What follows belongs to an exercise in optimizing a design on an open flow for small area, a short achievable clock period and few clock cycles; a production flow would make more cautious choices. Where RTL was checked, it was by simulation tests only, not by an equivalence proof against the original. Function not checked in run 6: the RTL went through the layout flow alone.

## flow/design.v (module list and top-level ports; edited modules follow where they fit)
// module fp9_mul: 435 lines
// module fp9_add: 777 lines
// module fp9_add_ns: 725 lines
// module mv_mul: 91 lines
module mv_mul #(
    parameter SHAPE_M       = 2,
    parameter SHAPE_N       = 8,
    parameter ELEMENT_WIDTH = 9,
    parameter CTRL_C_WIDTH  = 16,
    parameter DEPTH_WARP    = 4
) (
    input  wire                              clk,
    input  wire                              rst_n,
    input  wire [SHAPE_M*SHAPE_N*ELEMENT_WIDTH-1:0]  a_i,
    input  wire [SHAPE_N*ELEMENT_WIDTH-1:0]  b_i,
    input  wire [2:0]                        rm_i,
    input  wire [7:0]                        ctrl_reg_idxw_i,
    input  wire [DEPTH_WARP-1:0]             ctrl_warpid_i,
    input  wire                              in_valid_i,
    output reg                               in_ready_o,
    output reg                               out_valid_o,
    input  wire                              out_ready_i,
    output reg  [SHAPE_M*ELEMENT_WIDTH-1:0]  result_o,
    output reg  [4:0]                        fflags_o
);
  // ...
==> flow/flow/run.sh <==
#!/bin/bash
# The standard layout (the standard.sh: floorplan, power grid, placement,
# CTS, routing) with two changes:
# - synthesis is the standard one (synth_recipe.tcl, same registers and names)
#   except for the combinational mapping: no full-adder extraction, no
#   Kogge-Stone adder map, and ABC script flow/map.abc (logic rewriting, then area-oriented mapping with upsizing)
#   (flow/my_synth.tcl);
# - the buffers that placement puts on every input and output port are the
#   plain sky130 buf_1 instead of the default clkdlybuf4s50 delay cell.
set -euo pipefail
W=$PWD
FLOW_SYNTH_TCL=$W/synth_recipe.tcl bash standard.sh \
  SYNTH_SCRIPT=$W/flow/my_synth.tcl ADDER_MAP_FILE= SYNTH_OPERATIONS_ARGS=-nofsm \
  'BUFFER_PORTS_ARGS=-buffer_cell sky130_fd_sc_hd__buf_1' finish > standard_flow.log 2>&1
==> flow/flow/map.abc <==
strash
dc2
balance
rewrite
refactor
balance
rewrite
rewrite -z
balance
refactor -z
rewrite -z
balance
dc2
balance
rewrite
refactor
balance
rewrite
rewrite -z
balance
refactor -z
rewrite -z
balance
dch -f
map -a {D}
topo
buffer
upsize {D}
dnsize {D}
==> flow/flow/my_synth.tcl <==
# Synthesis script for flow/run.sh: synth_recipe.tcl (the standard synthesis,
# named by FLOW_SYNTH_TCL) with the technology mapping done by flow/map.abc
# instead of ORFS's abc_area/abc_speed script. Registers are untouched: ABC
# only maps the combinational logic.
set map_script [file join [file dirname [file normalize [info script]]] map.abc]
proc abc {args} {
  set i [lsearch -exact $args -script]
  if {$i >= 0} { set args [lreplace $args $i [expr {$i + 1}]] }
  yosys abc -script $::map_script {*}$args
}
source $::env(FLOW_SYNTH_TCL)
==> flow/standard.sh <==
#!/bin/bash
# synth_recipe.tcl (not shown) runs the flow's synth.tcl, then flattens the netlist and writes it again
# the make line also repeats each setting of config.mk as NAME=value (left out here)
make -C /OpenROAD-flow-scripts/flow DESIGN_CONFIG=/design/flow/config.mk WORK_HOME=/design/flow/orfs CLKGATE_MAP_FILE= SYNTH_SCRIPT=/design/flow/synth_recipe.tcl "${@:-finish}"
==> flow/config.mk <==
export PLATFORM = sky130hd
export DESIGN_NAME = mv_mul
export DESIGN_NICKNAME = mv_mul
export VERILOG_FILES = /design/flow/design.v
export SDC_FILE = /design/flow/constraint.sdc
export NUM_CORES = 4
export LEC_CHECK = 0
export ABC_AREA = 1
export CAP_MARGIN = 20
export CORE_MARGIN = 2
export CORE_UTILIZATION = 40
export SETUP_SLACK_MARGIN = 4
export SLEW_MARGIN = 20
==> flow/constraint.sdc <==
create_clock -name core_clock -period 10.0 [get_ports {clk}]
set_input_delay 2.0000 -clock core_clock [delete_from_list [all_inputs] [get_ports {clk}]]
set_output_delay 2.0000 -clock core_clock [all_outputs]
set_load 0.01 [all_outputs]
==> summary.md, run 1 <==
| Metric | Value |
|---|---|
| DR WL met2 | 14.6 mm |
| Largest net degree at the start of global routing | 28 |
| DR vias/cell | 5.25 |
| Fin. Hold Viols | 0 |
| First-pass GRT wire length | 42.8 mm |
| Clock latency (worst-skew pair) | 0.34 ns |
| Num rows | 52 |
| Synth Area in XOR/XNOR | 0.0472 |
| R2r endpoint | s0[7] |
| M2 GR Usage | 0.443 |
| Area share of the largest cell type after synthesis | 0.132 |
| Mean Syn Cell Area | 6.18 um^2 |
| Clock Skews | 0.00752 ns |
| GR peak layer | met2 |
| Share of cells above drive strength 1 | 0.182 |
| Number of inserted diodes | 2 |
| Starting DRC count in detailed routing | 605 |
| Critical Path RT | 10.26 ns |
| Synth Cell Area | 8160 um^2 |
| Outcome | finished clean |
| CTS tree | built |
| Storage element area | 2150 um^2 |
| Final Max Slew Viols | 0 |
| Post-CTS sizing | 94 |
| Worst hold slack | 0.351 ns |
| Reg clk slew, reported paths | 0.06 ns |
| Non-clk bufs | 332 |
| Clock Path Buffers | 2 |
Testbench counts, summed over its fixed seeds: cycles 22,536.
==> inputs of run 2 (changes only) <==
--- a/flow/config.mk
+++ b/flow/config.mk
@@ -9,5 +9,5 @@
 export CAP_MARGIN = 20
 export CORE_MARGIN = 2
 export CORE_UTILIZATION = 40
-export SETUP_SLACK_MARGIN = 4
+export SETUP_SLACK_MARGIN = 2.5
 export SLEW_MARGIN = 20
==> summary.md, run 2 <==
| Metric | Value |
|---|---|
| Outcome | finished clean |
| Clock Path Buffers | 2 (unchanged) |
| Final setup violation count | 0 |
| DRT antenna net count | 0 |
| Number of max-cap violations | 0 |
| Clock Sinks | 85 |
| Largest net degree at the start of global routing | 36 (+29%) |
| Detailed Route WL | 26.4 mm |
| Multi-input gate area | 5160 um^2 |
| Synthesis-to-layout area growth | 19.4% |
| Worst Hold Class | reg -> reg |
| Synth Cell Area | 8160 um^2 (unchanged) |
| Setup CP Type | reg -> reg |
| Netlist cell types | 60 |
| Final core occ | 0.485 |
| Final Max Slew Viols | 0 (unchanged) |
| Synthesized flop and latch total | 85 |
| Area share of the largest cell type after synthesis | 0.132 (unchanged) |
| Max reg flops | 18 |
| Unrepaired setup endpoints after global routing | false |
| Fmax | 0.150 GHz |
| Fin crit share | 0.667 |
| TritonCTS Buffers | 9 |
| YS warnings | 1 |
| Root Buffer | clkbuf_16 |
| Via count | 9455 |
| Worst hold slack | 0.351 ns (-0.00000600 ns) |
| Number of global-route vias before repair | 8739 |
| Sequential share of the synthesized area | 0.261 |
| Final Cell Area | 9750 um^2 |
| Final #Nets | 1785 |
| Most frequent cells in the layout | nand2_1 (259), buf_1 (241), nor2_1 (218), inv_1 (207), a22oi_1 (92) |
| Placer Congestion | 0.931 |
| Dpl cell area | 9330 um^2 |
| Die Wd | 147 um |
| EDFF count, synth | 36 |
| Total GRT Usage | 0.237 |
| Critical path's top delay family | simple AND/OR/NAND/NOR gates |
| Storage element area | 2130 um^2 (-0.70%) |
| Routed WL per cell | 14.4 um |
| Die H | 147 um |
| Num rows | 52 (unchanged) |
| Post-synthesis cell count | 1320 |
| Reg2reg start | top |
| Crit-path most repeated cell | nor2_1 |
| Synth area leaders | edfxtp_1 (13%), nand2_1 (12%), nor2_1 (10%) |
| CTS tree | built |
| Starting DRC count in detailed routing | 527 (-13%) |
| Most common cell after layout, fill and taps aside | nand2_1 |
| Most frequent cell after synthesis | nand2_1 |
| Remaining Overflow, GRT | 0 |
| Leading area contributor after synthesis | edfxtp_1 |
| Clock Skews | 0.00822 ns (+0.000707 ns) |
| Critical path's largest stage delay | 0.58 ns |
| Top reg by flops | result_o |
| Fillers | 2116 |
| Worst setup startpoint | top |
| Crit path max-delay cell type | dfrtp_4 |
| HPWL Detailed | 21.7 mm |
| Startpoint types | flip-flop |
| Setup WS post-layout | 3.33 ns |
| First-pass GRT wire length | 41.4 mm (-3.1%) |
| Worst slew pin tran | 0.773 ns |
| Core ar. | 20100 um^2 |
| Clock latency (worst-skew pair) | 0.35 ns (about the same) |
| DR vias/cell | 5.18 (-1.4%) |
| Initial antenna violation count | 2 |
| Fin. Hold Viols | 0 (unchanged) |
| Drt first pass iters | 6 |
| Mean Syn Cell Area | 6.18 um^2 (unchanged) |
| Worst path arrival time | 6.73 ns |
| Slew headroom | 0.485 |
| Crit path max fanout | 19 |
| Most used flip-flop cell after synthesis | edfxtp_1 |
| Setup TNS | 0 ns |
| Tmin final | 6.67 ns |
| Asr flop ratio synth | 0.153 |
| Die ar. | 21600 um^2 |
| Pre-CTS setup slack | 2.54 ns |
| Critical Path RT | 10.05 ns (-0.21 ns) |
| Initial Util | 0.406 |
| Total I/O pin count | 260 |
| Share of cells above drive strength 1 | 0.0450 (-0.137) |
| Drt drc | 0 |
| H-Tree Depth | 3 |
| Port buffer count | 241 |
| Critical hold path startpoint | s0[2] |
| Top cells by count, synth | nand2_1 (261), nor2_1 (222), inv_1 (207) |
| Reg clk slew, reported paths | 0.06 ns (about the same) |
| CP bufs+invs | 11 |
| Crit end category | flip-flop |
run 2: cell count changes in the layout (fill, tap and decap cells not counted), sizes merged:
cell      delta
buf         -84
clkbuf       -1
clkinvlp     -1
inv          +1
run 2: kinds of logic after synthesis:
kind of cell / count (synthesis) / synth area share
fa+ha+maj: 4 / 0.00490
compound gates: 337 / 0.267
buf+inv: 248 / 0.116
xor+xnor: 44 / 0.0472
flops: 85 / 0.261
simple gates: 600 / 0.303
mux: 1 / 0.00138
other cells: 1 / 0.000459
run 2: final timing paths:
check / to / slack (ns) / depth (start not counted)
worst min-delay path: s1[2] / 0.35 / 0
worst min register to register: s1[2] / 0.35 / 0
worst max register to register: t0[4] / 3.33 / 43
worst max-delay path: t0[4] / 3.33 / 43
min in group asynchronous: in_ready_o / 1.66 / 1
max in group asynchronous: top / 7.84 / 1
run 2: routing by layer:
layer  routed length (um)  part of all wire  up-vias  track usage
met1                11100              0.42     4175        0.280
li1                     -                 -     4903            -
met5                    0                 0        -            0
met3                 1160             0.044       60       0.0276
met4                 1140             0.043        0        0.114
met2                13000              0.49      317        0.426
run 2: layout make-up:
type                            count  area share
Tap cell                          270      0.0347
Multi-Input combinational cell    989       0.529
Inverter                          218      0.0839
Sequential cell                    85       0.219
Clock buffer                       10      0.0257
Clock inverter                      6     0.00963
Antenna cell                        2    0.000513
Timing Repair Buffer              247      0.0978
run 2: metrics by stage:
step                      instances
after floorplan                1322
after global placement         1808
after detailed placement       1808
after CTS                      1824
after global routing           1827
final                          1827
run 2: what timing repair did:
| action | CTS | global route |
|---|---|---|
| gates resized for setup | 0 | 25 |
| setup endpoints to repair | 0 | 39 |
| setup buffers | 0 | 1 |
| hold buffers | 0 | 0 |
==> inputs of run 3 (changes only) <==
--- a/flow/config.mk
+++ b/flow/config.mk
@@ -9,5 +9,6 @@
 export CAP_MARGIN = 20
 export CORE_MARGIN = 2
 export CORE_UTILIZATION = 40
-export SETUP_SLACK_MARGIN = 2.5
+export PLACE_DENSITY = 0.8
+export SETUP_SLACK_MARGIN = 3
 export SLEW_MARGIN = 20
==> summary.md, run 3 <==
| Metric | Value |
|---|---|
| Setup TNS | 0 ns (unchanged) |
| Worst slew pin tran | 0.871 ns (+0.0981 ns) |
| Critical path's largest stage delay | 0.44 ns (-0.14 ns) |
| Placer Congestion | 0.982 (+5.5%) |
| Tmin final | 6.51 ns (-0.163 ns) |
| Synth area leaders | edfxtp_1 (13%), nand2_1 (12%), nor2_1 (10%) |
| Clock Skews | 0.0110 ns (+0.00275 ns) |
| YS warnings | 1 (unchanged) |
| HPWL Detailed | 22.7 mm (+4.3%) |
| FF-to-FF path depth | 49 (+14%) |
| Final Max Slew Viols | 0 (unchanged) |
| Fmax | 0.154 GHz (+2.5%) |
| Remaining Overflow, GRT | 0 (unchanged) |
| TritonCTS Buffers | 9 (unchanged) |
| Via count | 10.1k (+6.7%) |
| DP Cell Count | 1806 (-0.11%) |
| Most used flip-flop cell after synthesis | edfxtp_1 |
| Crit path max fanout | 10 (-9) |
| Crit path depth | 49 (+14%) |
| Setup WS post-layout | 3.49 ns (+0.163 ns) |
| Die ar. | 21600 um^2 (unchanged) |
| Crit-path most repeated cell | nand2_1 |
| Setup CP Type | reg -> reg |
| Area share of the largest cell type after synthesis | 0.132 (unchanged) |
| Num rows | 52 (unchanged) |
| Critical Path RT | 10.25 ns (+0.20 ns) |
| Clock Sinks | 85 (unchanged) |
| Worst Hold Class | reg -> reg |
| First-pass GRT wire length | 43.2 mm (+4.2%) |
| Die Wd | 147 um (unchanged) |
| H-Tree Depth | 3 (unchanged) |
| Drt drc | 0 (unchanged) |
| Port buffer count | 241 (unchanged) |
| Hold Path Depth | 0 (unchanged) |
| Most frequent cells in the layout | nand2_1 (259), buf_1 (241), nor2_1 (216), inv_1 (206), a22oi_1 (92) |
| Max reg flops | 18 (unchanged) |
| DRT antenna net count | 0 (unchanged) |
| Initial antenna violation count | 6 (+4) |
| Crit path max-delay cell type | dfxtp_1 |
| Die H | 147 um (unchanged) |
| Routed WL per cell | 15.2 um (+5.6%) |
| Slew headroom | 0.418 (-0.0668) |
| Reg clk slew, reported paths | 0.07 ns (about the same) |
| Number of global-route vias before repair | 9224 (+5.5%) |
| Most frequent cell after synthesis | nand2_1 |
| Top reg by flops | result_o |
| Pre-CTS setup slack | 2.74 ns (+0.196 ns) |
| Drt first pass iters | 6 (unchanged) |
| Unrepaired setup endpoints after global routing | false |
| DR vias/cell | 5.50 (+6.2%) |
| Clock Path Buffers | 2 (unchanged) |
| Asr flop ratio synth | 0.153 (unchanged) |
| Synthesis-to-layout area growth | 20.7% |
| Critical path's top delay family | simple AND/OR/NAND/NOR gates |
| Share of cells above drive strength 1 | 0.0558 (+0.0108) |
| Total I/O pin count | 260 (unchanged) |
| Leading area contributor after synthesis | edfxtp_1 |
| Starting DRC count in detailed routing | 885 (+68%) |
| Root Buffer | clkbuf_16 |
| Most common cell after layout, fill and taps aside | nand2_1 |
| Initial Util | 0.406 (unchanged) |
| Final #Nets | 1789 (+0.22%) |
| EDFF count, synth | 36 (unchanged) |
| Total GRT Usage | 0.245 (+0.00826) |
| Largest net degree at the start of global routing | 36 (unchanged) |
| Sequential share of the synthesized area | 0.261 (unchanged) |
| Fin. Hold Viols | 0 (unchanged) |
| Core ar. | 20100 um^2 (unchanged) |
| Fin crit share | 0.651 (-0.0163) |
| Synth Cell Area | 8160 um^2 (unchanged) |
| Top cells by count, synth | nand2_1 (261), nor2_1 (222), inv_1 (207) |
| CTS tree | built |
| Crit end category | flip-flop |
| CTS Hold Buffers Added | 0 (unchanged) |
| Number of max-cap violations | 0 (unchanged) |
| CP bufs+invs | 8 (-3) |
| Post-synthesis cell count | 1320 (unchanged) |
| Netlist cell types | 60 (unchanged) |
| Detailed Route WL | 28.0 mm (+6.0%) |
| Clock latency (worst-skew pair) | 0.34 ns (about the same) |
| Final setup violation count | 0 (unchanged) |
| Outcome | finished clean |
| Worst path arrival time | 6.76 ns (+0.03 ns) |
| Synthesized flop and latch total | 85 (unchanged) |
| Startpoint types | flip-flop |
| Final std cells w/o fill | 1835 (+0.44%) |
| Mean Syn Cell Area | 6.18 um^2 (unchanged) |
## run 3: cells by family after synthesis
kind of cell | after synthesis | share of synthesized area
AOI/OAI and AO/OA | 337 | 0.267
xor gates and xnor gates | 44 | 0.0472
and+or+nand+nor | 600 | 0.303
other | 1 | 0.000459
buffers and inverters | 248 | 0.116
DFF | 85 | 0.261
adders and majority gates | 4 | 0.00490
muxes | 1 | 0.00138
## run 3: timing repair
action,in CTS,in global routing
pin swaps,0,4
setup endpoints to repair,32,44
buffers inserted,0,6
resized for setup,2,50
## run 3: final timing paths
path	startpoint	endpoint	slack [ns]
worst max-delay path	pb[5]	s0[7]	3.49
worst max register to register	pb[5]	s0[7]	3.49
min in group asynchronous	rst_n	out_valid_o	1.70
worst min-delay path	s0[7]	s1[7]	0.35
worst min register to register	s0[7]	s1[7]	0.35
max in group asynchronous	rst_n	top	7.76
## run 3: area by class of cell
class	instances	area [um^2]
inverter	218	818
fill	2037	10300
multi-input combinational	989	5240
tap	270	338
sequential	85	2130
clock buffer	9	225
antenna	6	15.0
timing repair buffer	251	1000
clock inverter	7	83.8
## run 3: per-layer routing
| metal | GRT usage | routed length [um] | part of all wire | up-vias |
|---|---|---|---|---|
| li1 | - | - | - | 4922 |
| met1 | 0.274 | 10300 | 0.37 | 4514 |
| met2 | 0.443 | 13900 | 0.50 | 535 |
| met3 | 0.0177 | 1740 | 0.062 | 113 |
| met4 | 0.168 | 2030 | 0.072 | 0 |
| met5 | 0 | 0 | 0 | - |
## run 3: metrics by stage
| stage | utilization | cell area (um^2) | hold slack (ns) |
|---|---|---|---|
| global route | 0.490 | 9850 | 0.357 |
| detailed placement | 0.463 | 9310 | 0.337 |
| CTS | 0.479 | 9620 | 0.351 |
| finish | 0.490 | 9850 | 0.352 |
| floorplan | - | 8170 | 0.327 |
| global placement | 0.463 | 9310 | 0.333 |
## run 3: worst register-to-register path: cells and delay by family (launching register included)
kind / cells / cell delay (ns)
AOI/OAI and AO/OA: 12 / 1.73
buffers and inverters: 8 / 0.59
DFF: 1 / 0.44
and+or+nand+nor: 29 / 3.66
==> inputs of run 4 (changes only) <==
--- a/flow/config.mk
+++ b/flow/config.mk
@@ -9,6 +9,5 @@
 export CAP_MARGIN = 20
 export CORE_MARGIN = 2
 export CORE_UTILIZATION = 40
-export PLACE_DENSITY = 0.8
 export SETUP_SLACK_MARGIN = 3
 export SLEW_MARGIN = 20
==> summary.md, run 4 <==
| Metric | Value |
|---|---|
| Clock Path Buffers | 2 (unchanged) |
| Slew headroom | 0.472 (+0.0545) |
| Worst Hold Class | reg -> reg |
| Core ar. | 20100 um^2 (unchanged) |
| Mean Syn Cell Area | 6.18 um^2 (unchanged) |
| Clock Skews | 0.00775 ns (-0.00322 ns) |
| Synthesized flop and latch total | 85 (unchanged) |
| Top reg by flops | result_o |
| Die H | 147 um (unchanged) |
| Most frequent cell after synthesis | nand2_1 |
| GR Util met1 | 0.281 (+0.00673) |
| Asr flop ratio synth | 0.153 (unchanged) |
| DRT antenna net count | 0 (unchanged) |
| Startpoint types | flip-flop |
| Most frequent cells in the layout | nand2_1 (259), buf_1 (241), nor2_1 (212), inv_1 (206), a22oi_1 (92) |
| Starting DRC count in detailed routing | 517 (-42%) |
| Largest net degree at the start of global routing | 36 (unchanged) |
| Crit end category | flip-flop |
| M2 GR Usage | 0.425 (-0.0181) |
| Final setup violation count | 0 (unchanged) |
| EDFF count, synth | 36 (unchanged) |
| CTS tree | built |
| Number of global-route vias before repair | 8733 (-5.3%) |
| Synthesis-to-layout area growth | 21.7% |
| Outcome | finished clean |
| Most common cell after layout, fill and taps aside | nand2_1 |
| Die ar. | 21600 um^2 (unchanged) |
| YS warnings | 1 (unchanged) |
| Final #Nets | 1790 (+0.056%) |
| Root Buffer | clkbuf_16 |
| Crit path max fanout | 9 (-1) |
| Post-synthesis cell count | 1320 (unchanged) |
| Setup TNS | 0 ns (unchanged) |
| Final Max Slew Viols | 0 (unchanged) |
| Critical Path RT | 10.25 ns (about the same) |
| DR vias/cell | 5.18 (-5.7%) |
| Top cells by count, synth | nand2_1 (261), nor2_1 (222), inv_1 (207) |
| GR peak layer | met2 |
| Port buffer count | 241 (unchanged) |
| Netlist cell types | 60 (unchanged) |
| Initial Util | 0.406 (unchanged) |
| Fmax | 0.157 GHz (+2.0%) |
| Total GRT Usage | 0.237 (-0.00810) |
| Synth Cell Area | 8160 um^2 (unchanged) |
| Worst slew pin tran | 0.792 ns (-0.0795 ns) |
| Fin crit share | 0.638 (-0.0126) |
| Leading area contributor after synthesis | edfxtp_1 |
| Via count | 9497 (-5.8%) |
| Share of cells above drive strength 1 | 0.0647 (+0.00894) |
| Number of max-cap violations | 0 (unchanged) |
| Worst hold slack | 0.351 ns (-0.000660 ns) |
| Placer Congestion | 0.931 (-5.3%) |
| Num rows | 52 (unchanged) |
| Worst path arrival time | 6.64 ns (-0.12 ns) |
| Most used flip-flop cell after synthesis | edfxtp_1 |
| Unrepaired setup endpoints after global routing | false |
| First-pass GRT wire length | 41.5 mm (-4.0%) |
| Clock Sinks | 85 (unchanged) |
| Tmin final | 6.38 ns (-0.126 ns) |
| Area share of the largest cell type after synthesis | 0.132 (unchanged) |
| Fin. Hold Viols | 0 (unchanged) |
| Clock latency (worst-skew pair) | 0.35 ns (about the same) |
| Setup CP Type | reg -> reg |
| Remaining Overflow, GRT | 0 (unchanged) |
| Drt first pass iters | 5 (-1) |
| Detailed Route WL | 26.5 mm (-5.1%) |
| Crit path max-delay cell type | dfxtp_2 |
| Sequential share of the synthesized area | 0.261 (unchanged) |
| Critical path's largest stage delay | 0.37 ns (-0.07 ns) |
| TritonCTS Buffers | 9 (unchanged) |
| Initial antenna violation count | 2 (-4) |
| Max reg flops | 18 (unchanged) |
| HPWL Detailed | 21.7 mm (-4.1%) |
| Reg clk slew, reported paths | 0.06 ns (about the same) |
| CTS Hold Buffers Added | 0 (unchanged) |
| Crit-path most repeated cell | nand2_1 |
| Total I/O pin count | 260 (unchanged) |
| Routed WL per cell | 14.5 um (-4.9%) |
| Drt drc | 0 (unchanged) |
| Die Wd | 147 um (unchanged) |
| GR Util met3 | 0.0276 (+0.00994) |
| H-Tree Depth | 3 (unchanged) |
| Synth area leaders | edfxtp_1 (13%), nand2_1 (12%), nor2_1 (10%) |
[run 4: cell count changes in the layout (fill, tap and decap cells not counted), sizes merged]
| cell | previous run | this run |
|---|---|---|
| inv | 218 | 214 |
| clkinvlp | 0 | 1 |
| buf | 251 | 252 |
| bufinv | 0 | 2 |
| diode | 6 | 2 |
| clkbuf | 9 | 10 |
[run 4: cells by family after synthesis]
| group | after synthesis | share of synthesized area |
|---|---|---|
| other cells | 1 | 0.000459 |
| fa+ha+maj | 4 | 0.00490 |
| compound gates | 337 | 0.267 |
| simple gates | 600 | 0.303 |
| flops | 85 | 0.261 |
| xor+xnor | 44 | 0.0472 |
| buf+inv | 248 | 0.116 |
| mux | 1 | 0.00138 |
[run 4: final cells by class]
cell class | count | area, um^2
Multi-Input combinational cell | 989 | 5310
Tap cell | 270 | 338
Clock buffer | 10 | 250
Sequential cell | 85 | 2130
Timing Repair Buffer | 252 | 991
Clock inverter | 6 | 93.8
Fill cell | 2098 | 10200
Antenna cell | 2 | 5.00
Inverter | 218 | 818
[run 4: worst paths after layout]
kind / startpoint / to / slack [ns] / depth (start not counted)
worst min-delay path: s0[2] / s1[2] / 0.35 / 0
worst max register to register: pb[3] / s0[7] / 3.62 / 49
worst max-delay path: pb[3] / s0[7] / 3.62 / 49
min in group asynchronous: rst_n / out_valid_o / 1.67 / 1
worst min register to register: s0[2] / s1[2] / 0.35 / 0
max in group asynchronous: rst_n / top / 7.83 / 1
[run 4: routing by layer]
layer	share of wire	vias up
met1	0.42	4239
met2	0.50	289
met3	0.041	64
li1	-	4905
met4	0.044	0
met5	0	-
[run 4: worst max-delay path: cells and delay by family, from the launching register on]
family          cells  cell delay [ns]
buf+inv             9             0.74
flops               1             0.37
simple gates       29             3.45
compound gates     11             1.72
[run 4: timing repair]
item	CTS	global route
setup buffers	0	6
resized for setup	5	61
gates cloned	0	0
pin swaps	0	5
endpoints found under the setup margin	32	44
[run 4: through the flow]
step           instance area (um^2)  setup WS (ns)   util  instances
5_1_grt                        9940           2.95  0.494       1832
4_1_cts                        9680           3.01  0.482       1824
3_5_place_dp                   9330           2.54  0.464       1808
6_report                       9940           3.62  0.494       1832
2_1_floorplan                  8170           4.39      -       1322
3_3_place_gp                   9330           2.62  0.464       1808
==> inputs of run 5 (changes only) <==
--- a/flow/flow/run.sh
+++ b/flow/flow/run.sh
@@ -3,7 +3,7 @@
 # CTS, routing) with two changes:
 # - synthesis is the standard one (synth_recipe.tcl, same registers and names)
 #   except for the combinational mapping: no full-adder extraction, no
-#   Kogge-Stone adder map, and ABC script flow/map.abc (logic rewriting, then area-oriented mapping with upsizing)
+#   Kogge-Stone adder map, and ABC script flow/map.abc (logic rewriting, then mapping with &nf and gate sizing)
 #   (flow/my_synth.tcl);
 # - the buffers that placement puts on every input and output port are the
 #   plain sky130 buf_1 instead of the default clkdlybuf4s50 delay cell.
--- a/flow/flow/map.abc
+++ b/flow/flow/map.abc
@@ -21,9 +21,10 @@
 refactor -z
 rewrite -z
 balance
-dch -f
-map -a {D}
-topo
+&get -n
+&dch -f
+&nf -R 1000 {D}
+&put
 buffer
 upsize {D}
 dnsize {D}
==> summary.md, run 5 <==
| Metric | Value |
|---|---|
| Netlist cell types | 85 (+42%) |
| Top reg by flops | result_o |
| Worst setup startpoint | top |
| Most common cell after layout, fill and taps aside | buf_1 |
| YS warnings | 1 (unchanged) |
| Sequential share of the synthesized area | 0.268 (+0.00761) |
| Clock Sinks | 85 (unchanged) |
| Asr flop ratio synth | 0.153 (unchanged) |
| Clock Skews | 0.00837 ns (+0.000618 ns) |
| Fillers | 1889 (-10%) |
| Placer Congestion | 0.925 (-0.62%) |
| Most used flip-flop cell after synthesis | edfxtp_1 |
| Fin. Hold Viols | 0 (unchanged) |
| Remaining Overflow, GRT | 0 (unchanged) |
| Num rows | 51 (-1.9%) |
| Worst path arrival time | 6.85 ns (+0.21 ns) |
| DRT antenna net count | 0 (unchanged) |
| Fmax | 0.147 GHz (-5.9%) |
| Initial antenna violation count | 3 (+1) |
| Via count | 8913 (-6.1%) |
| Total I/O pin count | 260 (unchanged) |
| Detailed Route WL | 27.3 mm (+3.0%) |
| CTS tree | built |
| Die ar. | 21000 um^2 (-2.8%) |
| Crit path max-delay cell type | a2111oi_4 |
| Synthesis-to-layout area growth | 27.1% |
| Final Max Slew Viols | 0 (unchanged) |
| H-Tree Depth | 3 (unchanged) |
| Mean Syn Cell Area | 7.66 um^2 (+24%) |
| Final core occ | 0.518 (+0.0238) |
| Root Buffer | clkbuf_16 |
| Clock Path Buffers | 2 (unchanged) |
| Most frequent cell after synthesis | nor2_1 |
| CP bufs+invs | 4 (-5) |
| Final #Nets | 1531 (-14%) |
| Setup TNS | 0 ns (unchanged) |
| Crit-path most repeated cell | nor2_1 |
| Worst slew pin tran | 1.10 ns (+0.304 ns) |
| Critical path's top delay family | compound AO/OA/AOI/OAI gates |
| Fin crit share | 0.679 (+0.0403) |
| Drt first pass iters | 6 (+1) |
| Reg2reg start | top |
| Number of global-route vias before repair | 8117 (-7.1%) |
| Critical hold path startpoint | s0[8] |
| Max reg flops | 18 (unchanged) |
| Critical path's largest stage delay | 0.55 ns (+0.18 ns) |
| TritonCTS Buffers | 9 (unchanged) |
| Outcome | finished clean |
| Area share of the largest cell type after synthesis | 0.136 (+0.00386) |
| EDFF count, synth | 36 (unchanged) |
| Starting DRC count in detailed routing | 677 (+31%) |
| Unrepaired setup endpoints after global routing | false |
| Synth Cell Area | 7930 um^2 (-2.8%) |
| Synth area leaders | edfxtp_1 (14%), dfxtp_1 (9.1%), nor2_1 (6.5%) |
| Die H | 145 um (-1.4%) |
| Tmin final | 6.79 ns (+0.403 ns) |
| Clock latency (worst-skew pair) | 0.34 ns (about the same) |
| Drt drc | 0 (unchanged) |
| HPWL Detailed | 21.4 mm (-1.7%) |
| Slew headroom | 0.267 (-0.205) |
| Final setup violation count | 0 (unchanged) |
| Number of max-cap violations | 0 (unchanged) |
| Leading area contributor after synthesis | edfxtp_1 |
| Crit end category | flip-flop |
| Port buffer count | 241 (unchanged) |
| DR vias/cell | 5.68 (+9.6%) |
| Initial Util | 0.408 (+0.00150) |
| Most frequent cells in the layout | buf_1 (241), nor2_1 (135), nand2_1 (131), a21oi_1 (53), o21ai_0 (52) |
| Crit path max fanout | 7 (-2) |
| Synthesized flop and latch total | 85 (unchanged) |
| Startpoint types | flip-flop |
| Core ar. | 19500 um^2 (-3.2%) |
| Total GRT Usage | 0.248 (+0.0114) |
| First-pass GRT wire length | 40.9 mm (-1.4%) |
| Post-synthesis cell count | 1035 (-22%) |
| Die Wd | 145 um (-1.4%) |
| Critical Path RT | 10.07 ns (-0.18 ns) |
| Setup CP Type | reg -> reg |
| Top cells by count, synth | nor2_1 (137), nand2_1 (136), a21oi_1 (58) |
| Largest net degree at the start of global routing | 29 (-19%) |
| Share of cells above drive strength 1 | 0.127 (+0.0621) |
| Worst Hold Class | reg -> reg |
| Routed WL per cell | 17.4 um (+20%) |
| Reg clk slew, reported paths | 0.06 ns (about the same) |
==> run 5: cell families after synthesis <==
kind of cell / share of synthesized area
flip-flops: 0.268
adder cells (fa/ha/maj): 0.0134
XOR/XNOR: 0.0844
AO/OA/AOI/OAI: 0.275
other: 0.000473
buffers and inverters: 0.0377
multiplexers: 0.0532
AND/OR/NAND/NOR: 0.268
==> run 5: stage by stage <==
step / cell area [um^2] / hold slack (ns) / setup slack [ns] / instances
3_5_place_dp: 9040 / 0.346 / 1.90 / 1510
2_1_floorplan: 7940 / 0.330 / 3.82 / 1037
3_3_place_gp: 9040 / 0.341 / 1.97 / 1510
5_1_grt: 10100 / 0.358 / 2.86 / 1569
4_1_cts: 9530 / 0.354 / 3.00 / 1537
6_report: 10100 / 0.351 / 3.21 / 1569
==> run 5: worst paths after layout <==
kind | end | slack (ns) | cells after the start
hold / removal | s1[8] | 0.35 | 0
min in group asynchronous | ph[8] | 1.69 | 1
setup reg to reg | result_o[6] | 3.21 | 31
hold reg to reg | s1[8] | 0.35 | 0
setup / recovery | result_o[6] | 3.21 | 31
max in group asynchronous | top | 7.79 | 1
==> run 5: what timing repair did <==
action	in CTS	in global routing
endpoints found under the hold margin	0	0
hold buffers	0	0
buffers inserted	11	29
pin swaps	3	20
resized for setup	11	58
endpoints found under the setup margin	37	48
==> run 5: layer usage <==
layer	wire length, um	part of all wire	vias up	track usage
li1	-	-	4369	-
met1	10800	0.40	4144	0.293
met2	13700	0.50	337	0.435
met3	1260	0.046	63	0.0214
met4	1560	0.057	0	0.155
met5	0	0	-	0
==> run 5: cell type report <==
| class | count | area [um^2] | area share |
|---|---|---|---|
| Inverter | 32 | 120 | 0.0119 |
| Multi-Input combinational cell | 881 | 5890 | 0.585 |
| Clock inverter | 6 | 87.6 | 0.00869 |
| Timing Repair Buffer | 287 | 1280 | 0.127 |
| Antenna cell | 3 | 7.51 | 0.000745 |
| Tap cell | 265 | 332 | 0.0329 |
| Sequential cell | 85 | 2130 | 0.212 |
| Clock buffer | 10 | 229 | 0.0227 |
==> module mv_mul, before the edit <==
module mv_mul #(
    parameter SHAPE_M       = 2,
    parameter SHAPE_N       = 8,
    parameter ELEMENT_WIDTH = 9,
    parameter CTRL_C_WIDTH  = 16,
    parameter DEPTH_WARP    = 4
) (
    input  wire                              clk,
    input  wire                              rst_n,
    input  wire [SHAPE_M*SHAPE_N*ELEMENT_WIDTH-1:0]  a_i,
    input  wire [SHAPE_N*ELEMENT_WIDTH-1:0]  b_i,
    input  wire [2:0]                        rm_i,
    input  wire [7:0]                        ctrl_reg_idxw_i,
    input  wire [DEPTH_WARP-1:0]             ctrl_warpid_i,
    input  wire                              in_valid_i,
    output reg                               in_ready_o,
    output reg                               out_valid_o,
    input  wire                              out_ready_i,
    output reg  [SHAPE_M*ELEMENT_WIDTH-1:0]  result_o,
    output reg  [4:0]                        fflags_o
);
    reg [9:0]  ph;           
    reg        ph0;
    reg        top;          
    wire       acc = in_valid_i & in_ready_o;
    always @(posedge clk or negedge rst_n) begin
        if (!rst_n) begin
            ph0        <= 1'b1;
            ph         <= 10'd0;
            in_ready_o <= 1'b0;
            top        <= 1'b0;
        end else begin
            ph0        <= !in_valid_i | ph[9];
            ph         <= in_valid_i ? {ph[8:0], ph0} : 10'd0;
            in_ready_o <= in_valid_i & ph[8];
            top        <= in_valid_i & (ph[4] | ph[8]);
        end
    end
    always @(posedge clk or negedge rst_n) begin
        if (!rst_n)
            out_valid_o <= 1'b0;
        else if (acc)
            out_valid_o <= 1'b1;
        else if (out_ready_i)
            out_valid_o <= 1'b0;
    end
    wire [7:0] slot = {ph[6:0], ph0};
    wire [3:0] csel = slot[3:0] | slot[7:4];
    reg  [8:0] ma0, ma1, mb0, mb1;
    integer t;
    always @(*) begin
        ma0 = 9'd0; ma1 = 9'd0; mb0 = 9'd0; mb1 = 9'd0;
        for (t = 0; t < 8; t = t + 1) begin
            ma0 = ma0 | ({9{slot[t]}} & a_i[(t[2]*8 + {t[0], t[1]})*9 +: 9]);
            ma1 = ma1 | ({9{slot[t]}} & a_i[(t[2]*8 + {t[0], t[1]} + 4)*9 +: 9]);
        end
        for (t = 0; t < 4; t = t + 1) begin
            mb0 = mb0 | ({9{csel[t]}} & b_i[{t[0], t[1]}*9 +: 9]);
            mb1 = mb1 | ({9{csel[t]}} & b_i[({t[0], t[1]} + 4)*9 +: 9]);
        end
    end
    wire [8:0] p0, p1;
    fp9_mul u_mul0 (.a(ma0), .b(mb0), .y(p0));
    fp9_mul u_mul1 (.a(ma1), .b(mb1), .y(p1));
    reg [8:0] pa, pb;        
    reg [8:0] s0, s1;        
    reg [8:0] t0, t1;        
    always @(posedge clk) begin
        pa <= p0;
        pb <= p1;
    end
    wire [8:0] l1;
    fp9_add_ns u_add1 (.a(pa), .b(pb), .y(l1));
    always @(posedge clk) begin
        s0 <= l1;
        s1 <= s0;
    end
    wire [8:0] l2;
    fp9_add u_add2 (.a(top ? t0 : s1), .b(top ? t1 : s0), .y(l2));
    always @(posedge clk) begin
        if (ph[2] | ph[6]) t0 <= l2;
        if (ph[4] | ph[8]) t1 <= l2;
        if (ph[5])         result_o[8:0]  <= l2;
        if (ph[9])         result_o[17:9] <= l2;
    end
    wire ov0 = &result_o[7:3];
    wire ov1 = &result_o[16:12];
    always @(*) begin
        fflags_o = {2'b00, (ov0 & |result_o[2:0]) | (ov1 & |result_o[11:9]), 1'b0, ov0 | ov1};
    end
endmodule
==> inputs of run 6 (changes only) <==
--- a/flow/design.v
+++ b/flow/design.v
@@ -2001,22 +2001,21 @@
     fp9_mul u_mul1 (.a(ma1), .b(mb1), .y(p1));
     reg [8:0] pa, pb;        
     reg [8:0] s0, s1;        
-    reg [8:0] t0, t1;        
+    reg [8:0] t0;            
     always @(posedge clk) begin
         pa <= p0;
         pb <= p1;
     end
     wire [8:0] l1;
     fp9_add_ns u_add1 (.a(pa), .b(pb), .y(l1));
+    wire [8:0] l2;
     always @(posedge clk) begin
         s0 <= l1;
-        s1 <= s0;
+        s1 <= (ph[4] | ph[8]) ? l2 : s0;
     end
-    wire [8:0] l2;
-    fp9_add u_add2 (.a(top ? t0 : s1), .b(top ? t1 : s0), .y(l2));
+    fp9_add u_add2 (.a(top ? t0 : s1), .b(top ? s1 : s0), .y(l2));
     always @(posedge clk) begin
         if (ph[2] | ph[6]) t0 <= l2;
-        if (ph[4] | ph[8]) t1 <= l2;
         if (ph[5])         result_o[8:0]  <= l2;
         if (ph[9])         result_o[17:9] <= l2;
     end
--- a/flow/flow/run.sh
+++ b/flow/flow/run.sh
@@ -3,7 +3,7 @@
 # CTS, routing) with two changes:
 # - synthesis is the standard one (synth_recipe.tcl, same registers and names)
 #   except for the combinational mapping: no full-adder extraction, no
-#   Kogge-Stone adder map, and ABC script flow/map.abc (logic rewriting, then mapping with &nf and gate sizing)
+#   Kogge-Stone adder map, and ABC script flow/map.abc (logic rewriting, then area-oriented mapping with upsizing)
 #   (flow/my_synth.tcl);
 # - the buffers that placement puts on every input and output port are the
 #   plain sky130 buf_1 instead of the default clkdlybuf4s50 delay cell.
--- a/flow/flow/map.abc
+++ b/flow/flow/map.abc
@@ -21,10 +21,9 @@
 refactor -z
 rewrite -z
 balance
-&get -n
-&dch -f
-&nf -R 1000 {D}
-&put
+dch -f
+map -a {D}
+topo
 buffer
 upsize {D}
 dnsize {D}
==> summary.md, run 6 <==
| Metric | Value |
|---|---|
| Final #Nets | 1807 (+18%) |
| Synth area leaders | nand2_1 (11%), nor2_1 (11%), edfxtp_1 (10%) |
| Clock Path Buffers | 2 (unchanged) |
| Synth Cell Area | 8050 um^2 (+1.5%) |
| Leading area contributor after synthesis | nand2_1 |
| Outcome | finished clean |
| Fmax | 0.157 GHz (+6.8%) |
| Core ar. | 19600 um^2 (+0.66%) |
| Area share of the largest cell type after synthesis | 0.114 (-0.0220) |
| Die ar. | 21300 um^2 (+1.4%) |
| Starting DRC count in detailed routing | 549 (-19%) |
| Initial Util | 0.411 (+0.00335) |
| DP Cell Count | 1819 (+20%) |
| Placer Congestion | 0.942 (+1.8%) |
| Max reg flops | 18 (unchanged) |
| Most frequent cells in the layout | nand2_1 (243), buf_1 (241), nor2_1 (225), inv_1 (213), a22oi_1 (95) |
| Most frequent cell after synthesis | nand2_1 |
| Slew headroom | 0.443 (+0.177) |
| Startpoint types | flip-flop |
| Critical Path RT | 10.23 ns (+0.16 ns) |
| Largest net degree at the start of global routing | 36 (+24%) |
| Final Max Slew Viols | 0 (unchanged) |
| Reg2reg start | pb[6] |
| Critical path's largest stage delay | 0.39 ns (-0.16 ns) |
| Unrepaired setup endpoints after global routing | false |
| Crit path max fanout | 13 (+6) |
| Clock latency (worst-skew pair) | 0.34 ns (about the same) |
| DRT antenna net count | 0 (unchanged) |
| Crit-path most repeated cell | nor2_1 |
| Reg clk slew, reported paths | 0.07 ns (about the same) |
| Num rows | 51 (unchanged) |
| Crit end category | flip-flop |
| Storage element area | 1860 um^2 (-13%) |
| Critical hold path startpoint | s0[1] |
| Crit path max-delay cell type | dfxtp_1 |
| Port buffer count | 241 (unchanged) |
| Post-synthesis cell count | 1336 (+29%) |
| Number of inserted diodes | 0 (-3) |
| Via count | 9800 (+10%) |
| First-pass GRT wire length | 45.0 mm (+10%) |
| EDFF count, synth | 27 (-25%) |
| Die Wd | 146 um (+0.72%) |
| Tmin final | 6.36 ns (-0.429 ns) |
| Worst Hold Class | reg -> reg |
| Setup CP Type | reg -> reg |
| Drt drc | 0 (unchanged) |
| CTS tree | built |
| Share of cells above drive strength 1 | 0.0691 (-0.0577) |
| Most common cell after layout, fill and taps aside | nand2_1 |
| Multi-input gate area | 5320 um^2 (-9.8%) |
| Worst reg2reg setup slack | 3.64 ns (+0.43 ns) |
| Initial antenna violation count | 0 (-3) |
| Hold Path Depth | 2 (+2) |
| Die H | 146 um (+0.72%) |
| Detailed Route WL | 28.1 mm (+2.7%) |
| Clock Sinks | 76 (-11%) |
| R2r endpoint | s0[7] |
| Worst path arrival time | 6.59 ns (-0.26 ns) |
| Number of global-route vias before repair | 9389 (+16%) |
| Setup TNS | 0 ns (unchanged) |
| Fin crit share | 0.636 (-0.0429) |
| DR vias/cell | 5.32 (-6.3%) |
| Top cells by count, synth | nand2_1 (245), nor2_1 (231), inv_1 (214) |
| Root Buffer | clkbuf_16 |
| Netlist cell types | 64 (-25%) |
| Fin. Hold Viols | 0 (unchanged) |
| Worst Hold Path EP | s1[1] |
| Synthesized flop and latch total | 76 (-11%) |
| Mean Syn Cell Area | 6.03 um^2 (-21%) |
| Top reg by flops | result_o |
| TritonCTS Buffers | 9 (unchanged) |
| Asr flop ratio synth | 0.171 (+0.0181) |
| Routed WL per cell | 15.2 um (-13%) |
| Remaining Overflow, GRT | 0 (unchanged) |
| Most used flip-flop cell after synthesis | dfxtp_1 |
| YS warnings | 1 (unchanged) |
| Fillers | 2110 (+12%) |
| Worst slew pin tran | 0.814 ns (-0.282 ns) |
| Final setup violation count | 0 (unchanged) |
| Final core occ | 0.493 (-0.0248) |
| HPWL Detailed | 23.1 mm (+8.1%) |
| Clock Skews | 0.0104 ns (+0.00206 ns) |
| Drt first pass iters | 5 (-1) |
| H-Tree Depth | 3 (unchanged) |
| Total GRT Usage | 0.257 (+0.00912) |
| Total I/O pin count | 260 (unchanged) |
| Number of max-cap violations | 0 (unchanged) |
| Final std cells w/o fill | 1842 (+17%) |
| Synthesis-to-layout area growth | 20.0% |
| FF-to-FF path depth | 47 (+52%) |
| Sequential share of the synthesized area | 0.231 (-0.0375) |
run 6: cell types whose count changed in the layout (fill, tap and decap cells not counted), moves of 14 or more:
| cell | delta |
|---|---|
| a21oi_1 | +16 |
| and2_1 | -25 |
| nand2_1 | +112 |
| inv_1 | +186 |
| o21ai_0 | +22 |
| buf_4 | -32 |
| a222oi_1 | -48 |
| nand2b_1 | -24 |
| a22oi_1 | +72 |
| mux2i_1 | -18 |
| nor2_1 | +90 |
| nor2_2 | +15 |
| nand4_1 | +14 |
| xnor2_1 | -29 |
run 6: worst max-delay path by stage:
stage | start | to | slack (ns)
global route | pb[3] | s0[7] | 2.98
global placement | top | t0[1] | 2.99
floorplan | a_i[79] | pa[3] | 4.47
detailed placement | top | t0[2] | 2.87
CTS | top | t0[1] | 3.11
finish | pb[6] | s0[7] | 3.64
run 6: timing repair:
action,in CTS,in global routing
gates resized for setup,1,39
endpoints found under the setup margin,22,37
buffers inserted,0,7
pin swaps,0,4
hold buffers,0,0
run 6: worst max-delay path, delay by kind of cell (launching register included):
| kind | cells | cell delay, ns |
|---|---|---|
| AND/OR/NAND/NOR | 25 | 2.95 |
| buffers and inverters | 8 | 0.55 |
| flip-flops | 1 | 0.39 |
| AO/OA/AOI/OAI | 14 | 2.34 |
run 6: per-stage QoR:
step | setup slack (ns) | hold slack (ns) | cell area [um^2]
2_1_floorplan | 4.47 | 0.428 | 8060
3_3_place_gp | 2.99 | 0.444 | 9210
4_1_cts | 3.11 | 0.464 | 9510
6_report | 3.64 | 0.473 | 9660
3_5_place_dp | 2.87 | 0.458 | 9210
5_1_grt | 2.98 | 0.504 | 9660
run 6: final cells by class:
| class | count | area share |
|---|---|---|
| Clock buffer | 9 | 0.0233 |
| Clock inverter | 7 | 0.00777 |
| Inverter | 228 | 0.0886 |
| Multi-Input combinational cell | 1004 | 0.550 |
| Sequential cell | 76 | 0.193 |
| Tap cell | 265 | 0.0343 |
| Timing Repair Buffer | 253 | 0.103 |
run 6: cells by family after synthesis:
group,after synthesis,share of synthesized area
buffers and inverters,258,0.122
multiplexers,1,0.00140
other,1,0.000466
AO/OA/AOI/OAI,355,0.284
AND/OR/NAND/NOR,602,0.313
flip-flops,76,0.231
adder cells (fa/ha/maj),4,0.00497
XOR/XNOR,39,0.0434
run 6: layer usage:
metal / share of wire / GRT usage / up-vias
li1: - / - / 4952
met1: 0.40 / 0.290 / 4445
met2: 0.50 / 0.471 / 329
met3: 0.046 / 0.0339 / 74
met4: 0.050 / 0.137 / 0
met5: 0 / 0 / -

==> separate check: timing with driven ports <==
The flow's constraints put no driver on any port. The routed layouts listed below were extracted and timed again, unchanged, in two steps.
Step 1: set_driving_cell puts a clkbuf_16 on clk and a buf_2 on each other input, an assumption about the parent block.
Step 2 also shifts input and output timing later by t, the mid clock arrival at the registers, as if the neighbouring blocks saw the same clock.
a / b / c = no drivers / after step 1 / after step 2; a / b = the first two.
run | t (ns) | slack for setup (ns) | worst setup path at the end | worst data-port slew with drivers (ns) | pins driven straight from the clock port
run 1 | 0.376 | 4.114 / 4.114 / 4.019 | input to register | 0.09 | 1
run 2 | 0.379 | 3.327 / 3.327 / 3.327 | register to register | 0.09 | 1
run 3 | 0.365 | 3.490 / 3.490 / 3.246 | input to register | 0.10 | 1
run 4 | 0.378 | 3.616 / 3.616 / 3.616 | register to register | 0.09 | 1
run 5 | 0.371 | 3.213 / 3.213 / 3.202 | input to register | 0.09 | 1
run 6 | 0.381 | 3.642 / 3.642 / 3.571 | input to register | 0.08 | 1
After both steps every run listed still meets setup and hold. For run 3, which loses most, drivers alone change the setup slack by 0.000 ns; drivers and shift together by -0.244 ns.
